Source: an optimization exercise on an open RTL-to-GDS flow (aim: small area, a short achievable clock period and few clock cycles per item). Production flows keep margins and buffers that such runs may drop. In this exercise RTL edits were held to simulation tests only and were not proved equivalent to the original. The flow treats the clock pin as an ideal source. Dropping or thinning the clock tree relies on that and would not hold on a real chip. Power figures rest on the tool's default switching activity, not on a simulated workload.

## wip/juniper
==> flow/design.v <==
module subordinate #(
    localparam DATA_WIDTH = 32,
    localparam ADDRESS_WIDTH = 4
) (
    input  axi_aclk_in,
    input  axi_aresetn_in,
    input  [ADDRESS_WIDTH-1:0] axi_awaddr_in,
    input  [2:0] axi_awprot_in,
    input  axi_awvalid_in,
    input  [DATA_WIDTH-1:0] axi_wdata_in,
    input  [ADDRESS_WIDTH-1:0] axi_wstrb_in,
    input  axi_wvalid_in,
    input  axi_bready_in,
    input  [ADDRESS_WIDTH-1:0] axi_araddr_in,
    input  [2:0] axi_arprot_in,
    input  axi_arvalid_in,
    input  axi_rready_in,
    output axi_awready_out,
    output axi_wready_out,
    output [1:0] axi_bresp_out,
    output axi_bvalid_out,
    output axi_arready_out,
    output [DATA_WIDTH-1:0] axi_rdata_out,
    output [1:0] axi_rresp_out,
    output axi_rvalid_out
);
    reg [4*DATA_WIDTH-1:0] regs;
    wire write = axi_awvalid_in && axi_wvalid_in && axi_bready_in;
    assign axi_awready_out = axi_wvalid_in && axi_bready_in;
    assign axi_wready_out  = axi_awvalid_in && axi_bready_in;
    wire [DATA_WIDTH-1:0] wd = axi_wdata_in & {DATA_WIDTH{axi_aresetn_in}};
    integer n, k;
    always @(posedge axi_aclk_in)
        for (n = 0; n < 4; n = n + 1)
            for (k = 0; k < DATA_WIDTH/8; k = k + 1)
                if (!axi_aresetn_in || (write && axi_awaddr_in[3:2] == n && axi_wstrb_in[k]))
                    regs[n*DATA_WIDTH+k*8+:8] <= wd[k*8+:8];
    reg bvalid;
    always @(posedge axi_aclk_in)
        if (!axi_aresetn_in)
            bvalid <= 1'b0;
        else if (axi_bready_in)
            bvalid <= write;
    assign axi_bvalid_out = bvalid;
    assign axi_bresp_out  = 2'b00;
    reg                  rvalid;
    reg [DATA_WIDTH-1:0] rdata;
    assign axi_arready_out = axi_rready_in;
    always @(posedge axi_aclk_in)
        if (!axi_aresetn_in)
            rvalid <= 1'b0;
        else if (axi_rready_in)
            rvalid <= axi_arvalid_in;
    always @(posedge axi_aclk_in)
        if (axi_rready_in)
            rdata <= regs[axi_araddr_in[3:2]*DATA_WIDTH+:DATA_WIDTH];
    assign axi_rvalid_out = rvalid;
    assign axi_rdata_out  = rdata;
    assign axi_rresp_out  = 2'b00;
endmodule
clock: 2.5 ns
lec_check: 0
cap_margin: 20
core_margin: 2
core_utilization: 60
setup_slack_margin: 1.1
slew_margin: 20
tns_end_percent: 5
standard.sh (not shown) runs the stock make flow with config.mk's settings and CLKGATE_MAP_FILE= SYNTH_SCRIPT=/design/flow/synth_recipe.tcl, a recipe that flattens the netlist after the stock synthesis.
==> flow/flow/run.sh <==
#!/bin/bash
# Standard ORFS layout with two changes: plain buffers (instead of the
# default delay cells) on the ports, and a two-level clock tree built by
# flow/cts.tcl in place of TritonCTS: the clock port drives 2 sky130_fd_sc_hd__clkbuf_16,
# which drive 12 sky130_fd_sc_hd__clkbuf_8 leaf buffers, each driving one cluster of registers.
# ORFS logs stay under orfs/logs; make's output goes to flow_make.log.
set -euo pipefail
export BUFFER_PORTS_ARGS="-buffer_cell sky130_fd_sc_hd__buf_1"
export PRE_CTS_TCL="$(pwd)/flow/cts.tcl"
export MY_CTS_N1=2
export MY_CTS_CELL1=sky130_fd_sc_hd__clkbuf_16
export MY_CTS_N2=12
export MY_CTS_CELL2=sky130_fd_sc_hd__clkbuf_8

bash standard.sh > flow_make.log 2>&1
==> flow/flow/cts.tcl <==

proc kmeans {pts k} {
  # pts: list of {x y}; returns list of cluster indices
  set n [llength $pts]
  set srt [lsort -integer -index 1 [lsort -integer -index 0 $pts]]
  set srt {}
  set i 0
  foreach p $pts { lappend srt [list [lindex $p 0] [lindex $p 1] $i]; incr i }
  set srt [lsort -integer -index 1 $srt]
  # seed: split by y into rows of about sqrt(k) bands, then by x
  set rows [expr {max(1, int(round(sqrt($k))))}]
  set cent {}
  set per [expr {double($n) / $k}]
  for {set c 0} {$c < $k} {incr c} {
    set s [lindex $srt [expr {min($n - 1, int(($c + 0.5) * $per))}]]
    lappend cent [list [lindex $s 0] [lindex $s 1]]
  }
  for {set iter 0} {$iter < 50} {incr iter} {
    set asg {}
    foreach p $pts {
      set best 0; set bd 1e30
      for {set c 0} {$c < $k} {incr c} {
        set q [lindex $cent $c]
        set d [expr {abs([lindex $p 0]-[lindex $q 0]) + abs([lindex $p 1]-[lindex $q 1])}]
        if {$d < $bd} { set bd $d; set best $c }
      }
      lappend asg $best
    }
    set newc {}
    for {set c 0} {$c < $k} {incr c} {
      set sx 0; set sy 0; set m 0
      foreach p $pts a $asg { if {$a == $c} { set sx [expr {$sx + [lindex $p 0]}]; set sy [expr {$sy + [lindex $p 1]}]; incr m } }
      if {$m > 0} { lappend newc [list [expr {$sx / $m}] [expr {$sy / $m}]] } else { lappend newc [lindex $cent $c] }
    }
    set cent $newc
  }
  return [list $asg $cent]
}

proc add_buf {block master name x y innet} {
  set net [odb::dbNet_create $block "${name}_net"]
  $net setSigType CLOCK
  set buf [odb::dbInst_create $block $master $name]
  $buf setLocation [expr {int($x)}] [expr {int($y)}]
  $buf setPlacementStatus PLACED
  [$buf findITerm A] connect $innet
  [$buf findITerm X] connect $net
  return $net
}

proc my_cts {n1 cell1 n2 cell2} {
  set block [ord::get_db_block]
  set clknet [$block findNet axi_aclk_in]
  set sinks {}
  set pts {}
  foreach it [$clknet getITerms] {
    set loc [[$it getInst] getLocation]
    lappend sinks $it
    lappend pts [list [lindex $loc 0] [lindex $loc 1]]
  }
  set r2 [kmeans $pts $n2]
  set asg2 [lindex $r2 0]; set cent2 [lindex $r2 1]
  set m1 [[ord::get_db] findMaster $cell1]
  set m2 [[ord::get_db] findMaster $cell2]
  if {$n1 > 0} {
    set r1 [kmeans $cent2 $n1]
    set asg1 [lindex $r1 0]; set cent1 [lindex $r1 1]
    set l1nets {}
    for {set c 0} {$c < $n1} {incr c} {
      set q [lindex $cent1 $c]
      lappend l1nets [add_buf $block $m1 "clkbuf_l1_$c" [lindex $q 0] [lindex $q 1] $clknet]
    }
  }
  set l2nets {}
  for {set c 0} {$c < $n2} {incr c} {
    set q [lindex $cent2 $c]
    if {$n1 > 0} { set in [lindex $l1nets [lindex $asg1 $c]] } else { set in $clknet }
    lappend l2nets [add_buf $block $m2 "clkbuf_l2_$c" [lindex $q 0] [lindex $q 1] $in]
  }
  foreach it $sinks a $asg2 {
    $it disconnect
    $it connect [lindex $l2nets $a]
  }
  for {set c 0} {$c < $n2} {incr c} { puts "clock leaf $c: [llength [lsearch -all $asg2 $c]] sinks" }
}

if {[info exists ::env(MY_CTS_N2)]} {
  # Sourced by ORFS before its clock tree synthesis (PRE_CTS_TCL): build the
  # tree here and turn ORFS's own clock_tree_synthesis call into a no-op.
  my_cts $::env(MY_CTS_N1) $::env(MY_CTS_CELL1) $::env(MY_CTS_N2) $::env(MY_CTS_CELL2)
  rename clock_tree_synthesis orfs_clock_tree_synthesis
  proc clock_tree_synthesis {args} { set_propagated_clock [all_clocks] }
}
Testbench counts of wip/juniper, summed over its fixed seeds: cycles 1,288, items 2,560.
Changes in wip/raven relative to wip/juniper:
==> flow/flow/run.sh <==
#!/bin/bash
# Standard ORFS layout with two changes: plain buffers (instead of the
# default delay cells) on the ports, and a two-level clock tree built by
# flow/cts.tcl in place of TritonCTS: the clock port drives 2 sky130_fd_sc_hd__clkbuf_16,
# which drive 8 sky130_fd_sc_hd__clkbuf_16 leaf buffers, each driving one cluster of registers.
# ORFS logs stay under orfs/logs; make's output goes to flow_make.log.
set -euo pipefail
export BUFFER_PORTS_ARGS="-buffer_cell sky130_fd_sc_hd__buf_1"
export PRE_CTS_TCL="$(pwd)/flow/cts.tcl"
export MY_CTS_N1=2
export MY_CTS_CELL1=sky130_fd_sc_hd__clkbuf_16
export MY_CTS_N2=8
export MY_CTS_CELL2=sky130_fd_sc_hd__clkbuf_16

bash standard.sh > flow_make.log 2>&1
-- flow/config.mk --
<<< wip/juniper, line 8
export CAP_MARGIN = 20
export CORE_MARGIN = 2
export CORE_UTILIZATION = 60
export SETUP_SLACK_MARGIN = 1.1
export SLEW_MARGIN = 20
export TNS_END_PERCENT = 5
>>> wip/raven, line 8
export CAP_MARGIN = 20
export CORE_MARGIN = 2
export CORE_UTILIZATION = 40
export SETUP_SLACK_MARGIN = 1.15
export SLEW_MARGIN = 20
Results
- wip/juniper has a lower routed wire length than wip/raven.
- In the tables for wip/juniper and wip/raven, global routing usage summed across all routing layers reads lower with wip/raven.
- What wip/juniper reported for cell count has to be multiplied by 1.11 to get the figure for wip/raven.
- Layout overhead on the synthesized area: wip/raven > wip/juniper
- Boundary pin count came out exactly the same in wip/juniper and wip/raven.
- wip/raven can be clocked faster than wip/juniper.
- wip/raven completed end to end with timing, DRC and antenna clean.
- wip/juniper has completed all stages; timing, DRC and antenna checks passed.
- Relative to wip/juniper, routability congestion estimate from global placement has decreased by about 8% in wip/raven.
- The final instance area of wip/raven is higher than that of wip/juniper.
For wip/delta, these inputs were changed with respect to wip/raven:
==> flow/flow/run.sh <==
#!/bin/bash
# Standard ORFS layout with two changes: plain buffers (instead of the
# default delay cells) on the ports, and a two-level clock tree built by
# flow/cts.tcl in place of TritonCTS: the clock port drives 2 sky130_fd_sc_hd__clkbuf_16,
# which drive 12 sky130_fd_sc_hd__clkbuf_8 leaf buffers, each driving one cluster of registers.
# ORFS logs stay under orfs/logs; make's output goes to flow_make.log.
set -euo pipefail
export BUFFER_PORTS_ARGS="-buffer_cell sky130_fd_sc_hd__buf_1"
export PRE_CTS_TCL="$(pwd)/flow/cts.tcl"
export MY_CTS_N1=2
export MY_CTS_CELL1=sky130_fd_sc_hd__clkbuf_16
export MY_CTS_N2=12
export MY_CTS_CELL2=sky130_fd_sc_hd__clkbuf_8

bash standard.sh > flow_make.log 2>&1
-- flow/config.mk --
<<< wip/raven, line 8
export CAP_MARGIN = 20
export CORE_MARGIN = 2
export CORE_UTILIZATION = 40
export SETUP_SLACK_MARGIN = 1.15
export SLEW_MARGIN = 20
>>> wip/delta, line 8
export CAP_MARGIN = 20
export CORE_MARGIN = 2
export CORE_UTILIZATION = 70
export SETUP_SLACK_MARGIN = 1.1
export SLEW_MARGIN = 20
Findings:
- [compare] base=wip/raven new=wip/delta: number of slew-limit violations in the final report about even; area of the multi-input gates rose 7.5 um^2; sequential share of layout area rose 3.0 points; number of well taps fell 43%.
- wip/delta reports its capture point of the worst path as axi_awready_out while wip/raven reports axi_rdata_out[0].
No run of this note takes its clock network from TritonCTS; it comes from the design's own scripts or RTL.

## v57
RTL: the design.v shown in full above, as it stands there.
==> flow/config.mk <==
export PLATFORM = sky130hd
export DESIGN_NAME = subordinate
export DESIGN_NICKNAME = subordinate
export VERILOG_FILES = /design/flow/design.v
export SDC_FILE = /design/flow/constraint.sdc
export NUM_CORES = 4
export LEC_CHECK = 0
export CAP_MARGIN = 20
export CORE_MARGIN = 2
export CORE_UTILIZATION = 60
export SETUP_SLACK_MARGIN = 1.1
export SLEW_MARGIN = 20
==> flow/constraint.sdc <==
create_clock -name core_clock -period 2.5 [get_ports {axi_aclk_in}]
set_input_delay 0.5000 -clock core_clock [delete_from_list [all_inputs] [get_ports {axi_aclk_in}]]
set_output_delay 0.5000 -clock core_clock [all_outputs]
set_load 0.01 [all_outputs]
==> flow/flow/run.sh <==
#!/bin/bash
# Standard ORFS layout with two changes: plain buffers (instead of the
# default delay cells) on the ports, and a two-level clock tree built by
# flow/cts.tcl in place of TritonCTS: the clock port drives 2 sky130_fd_sc_hd__clkbuf_16,
# which drive 12 sky130_fd_sc_hd__clkbuf_8 leaf buffers, each driving one cluster of registers.
# ORFS logs stay under orfs/logs; make's output goes to flow_make.log.
set -euo pipefail
export BUFFER_PORTS_ARGS="-buffer_cell sky130_fd_sc_hd__buf_1"
export PRE_CTS_TCL="$(pwd)/flow/cts.tcl"
export MY_CTS_N1=2
export MY_CTS_CELL1=sky130_fd_sc_hd__clkbuf_16
export MY_CTS_N2=12
export MY_CTS_CELL2=sky130_fd_sc_hd__clkbuf_8

bash standard.sh > flow_make.log 2>&1
Scripts as last shown in full above: flow/flow/cts.tcl
v57 went all the way through synthesis, placement and routing and the layout is clean on timing, DRC and antenna.
Testbench counts of v57, summed over its fixed seeds: cycles 1,288, items 2,560.
Inputs modified between v57 and v7:
--- a/flow/flow/run.sh
+++ b/flow/flow/run.sh
@@ -3,5 +3,5 @@
 # default delay cells) on the ports, and a two-level clock tree built by
 # flow/cts.tcl in place of TritonCTS: the clock port drives 2 sky130_fd_sc_hd__clkbuf_16,
-# which drive 12 sky130_fd_sc_hd__clkbuf_8 leaf buffers, each driving one cluster of registers.
+# which drive 10 sky130_fd_sc_hd__clkbuf_8 leaf buffers, each driving one cluster of registers.
 # ORFS logs stay under orfs/logs; make's output goes to flow_make.log.
 set -euo pipefail
@@ -10,5 +10,5 @@
 export MY_CTS_N1=2
 export MY_CTS_CELL1=sky130_fd_sc_hd__clkbuf_16
-export MY_CTS_N2=12
+export MY_CTS_N2=10
 export MY_CTS_CELL2=sky130_fd_sc_hd__clkbuf_8
 
==> run notes <==
In terms of logic depth of the worst register-to-register path, v57 and v7 differ only marginally. [v7] power density normalized to cell area fell about 1.5% relative to v57. Per the comparison of v7 with v57, final cell area excluding filler cells held steady; number of antenna violations at the first check in global routing held steady; sequential share of layout area held steady. | share of total power consumed by net switching | v7 vs v57 | ≈ equal |. Diff v57 -> v7 | share of power burned in the clock network | decrease of 1.2 points. Post-detailed-route via-to-cell ratio went up slightly going from v57 to v7. Compared with v57, v7 shows a worst hold slack across all endpoints that is 0.031 ns lower. Going from v57 to v7, met1 track utilization from global routing shrank by 0.92 points; total routed wire length on the met1 layer shrank by about 2.5%.
### v7 -> v10
--- a/flow/flow/run.sh
+++ b/flow/flow/run.sh
@@ -3,5 +3,5 @@
 # default delay cells) on the ports, and a two-level clock tree built by
 # flow/cts.tcl in place of TritonCTS: the clock port drives 2 sky130_fd_sc_hd__clkbuf_16,
-# which drive 10 sky130_fd_sc_hd__clkbuf_8 leaf buffers, each driving one cluster of registers.
+# which drive 12 sky130_fd_sc_hd__clkbuf_8 leaf buffers, each driving one cluster of registers.
 # ORFS logs stay under orfs/logs; make's output goes to flow_make.log.
 set -euo pipefail
@@ -10,5 +10,5 @@
 export MY_CTS_N1=2
 export MY_CTS_CELL1=sky130_fd_sc_hd__clkbuf_16
-export MY_CTS_N2=10
+export MY_CTS_N2=12
 export MY_CTS_CELL2=sky130_fd_sc_hd__clkbuf_8
 
--- a/flow/config.mk
+++ b/flow/config.mk
@@ -8,5 +8,5 @@
 export CAP_MARGIN = 20
 export CORE_MARGIN = 2
-export CORE_UTILIZATION = 60
+export CORE_UTILIZATION = 40
 export SETUP_SLACK_MARGIN = 1.1
 export SLEW_MARGIN = 20
Notes after the runs:
Total power divided by cell area of v10 exceeds that of v7 slightly. v10 vs. v7: wire length reported by the detailed router picked up an extra about 9%, sequential share of power lost 1.8 points. Number of max-capacitance violations reported delta (v10 -> v7): insignificant. Final cell count without fillers is lower on v7. When the final numbers for v7 and v10 were put side by side, the via count of the routed design turned out to be smaller in v7. v10 gives more total area of multi-input combinational cells than v7 did. v7 -> v10: final cell area excluding filler cells increased slightly.
Modified inputs, v3 compared to v10
==> flow/flow/run.sh <==
#!/bin/bash
# Standard ORFS layout with two changes: plain buffers (instead of the
# default delay cells) on the ports, and a two-level clock tree built by
# flow/cts.tcl in place of TritonCTS: the clock port drives 4 sky130_fd_sc_hd__clkbuf_16,
# which drive 12 sky130_fd_sc_hd__clkbuf_8 leaf buffers, each driving one cluster of registers.
# ORFS logs stay under orfs/logs; make's output goes to flow_make.log.
set -euo pipefail
export BUFFER_PORTS_ARGS="-buffer_cell sky130_fd_sc_hd__buf_1"
export PRE_CTS_TCL="$(pwd)/flow/cts.tcl"
export MY_CTS_N1=4
export MY_CTS_CELL1=sky130_fd_sc_hd__clkbuf_16
export MY_CTS_N2=12
export MY_CTS_CELL2=sky130_fd_sc_hd__clkbuf_8

bash standard.sh > flow_make.log 2>&1
--- a/flow/config.mk
+++ b/flow/config.mk
@@ -8,5 +8,5 @@
 export CAP_MARGIN = 20
 export CORE_MARGIN = 2
-export CORE_UTILIZATION = 40
+export CORE_UTILIZATION = 60
 export SETUP_SLACK_MARGIN = 1.1
 export SLEW_MARGIN = 20
- From v10 to v3 the numbers moved as follows: relative contribution of combinational cells to total power went down 0.2 points, worst path buffer plus inverter count held, cell leakage power went up 0.020 nW.
- Cell area after layout delta (v3 -> v10): insignificant
- Between v10 and v3, the flow reports via count decreasing slightly.
- Path category of the worst min-delay check = register to register: v3; path category of the worst min-delay check = input port to register: v10
- Looking at v10 and v3, the worst path setup slack after routing is a wash.
- v3 vs v10 — largest net degree at the start of global routing rose 2.
- Measured against each other, v10 and v3 differ in switching power as a share of total power, the higher figure coming from v10.
- Compared with v10, v3 shows a lower cell count.
## Diff of input files: v9 against v3
==> flow/flow/run.sh <==
#!/bin/bash
# Standard ORFS layout with two changes: plain buffers (instead of the
# default delay cells) on the ports, and a two-level clock tree built by
# flow/cts.tcl in place of TritonCTS: the clock port drives 2 sky130_fd_sc_hd__clkbuf_16,
# which drive 12 sky130_fd_sc_hd__clkbuf_8 leaf buffers, each driving one cluster of registers.
# ORFS logs stay under orfs/logs; make's output goes to flow_make.log.
set -euo pipefail
export BUFFER_PORTS_ARGS="-buffer_cell sky130_fd_sc_hd__buf_1"
export PRE_CTS_TCL="$(pwd)/flow/cts.tcl"
export MY_CTS_N1=2
export MY_CTS_CELL1=sky130_fd_sc_hd__clkbuf_16
export MY_CTS_N2=12
export MY_CTS_CELL2=sky130_fd_sc_hd__clkbuf_8

bash standard.sh > flow_make.log 2>&1
--- a/flow/config.mk
+++ b/flow/config.mk
@@ -6,7 +6,7 @@
 export NUM_CORES = 4
 export LEC_CHECK = 0
-export CAP_MARGIN = 20
+export CAP_MARGIN = 0
 export CORE_MARGIN = 2
 export CORE_UTILIZATION = 60
 export SETUP_SLACK_MARGIN = 1.1
-export SLEW_MARGIN = 20
+export SLEW_MARGIN = 0
- Cmp v9 and v3 / met2 track demand over resource in global routing / higher: v3
- Wire length the detailed router placed on met1 grows slightly when moving from v3 to v9.
- In v9, the number of fillers in the final layout came out 14 above the value in v3.
- Going from v3 to v9, iteration count of the initial detailed-routing pass barely changed, first-pass GRT wire length dropped 1.0%, fmax barely changed.
- Against v3 as the reference, v9 delivers a lower combinational power.
- The final setup slack of the worst path was comparable across v9 and v3.
No run of this note takes its clock network from TritonCTS; it comes from the design's own scripts or RTL.

==> port drivers added, routing unchanged <==
The flow's constraints put no driver on any port. The routed layouts listed below were extracted and timed again, unchanged, in two steps.
Step 1: set_driving_cell puts a clkbuf_16 on axi_aclk_in and a buf_2 on each other input, an assumption about the parent block.
Step 2 moves the port delays by t, midway between the first and last clock arrival at a register: inputs arrive t later, outputs are due t later. That takes back most of the time a late clock gives input paths.
Three values: ideal ports, drivers, drivers and shift; two values: the first two.
| run | t (ns) | slack for setup (ns) | worst setup path after step 2 |
|---|---|---|---|
| wip/juniper | 0.345 | 1.061 / 1.045 / 0.728 | input to register |
| wip/raven | 0.360 | 1.092 / 1.036 / 0.827 | input to register |
| wip/delta | 0.347 | 1.108 / 1.088 / 0.793 | input to register |
| v57 | 0.351 | 1.109 / 1.081 / 0.803 | input to register |
| v7 | 0.355 | 1.109 / 1.059 / 0.791 | input to register |
| v10 | 0.358 | 1.110 / 1.055 / 0.804 | input to register |
| v3 | 0.352 | 1.108 / 1.082 / 0.824 | input to register |
| v9 | 0.351 | 1.109 / 1.081 / 0.803 | input to register |
After both steps setup and hold are still met in every run listed. For wip/juniper, which loses most, drivers alone change the setup slack by -0.016 ns; drivers and shift together by -0.333 ns.
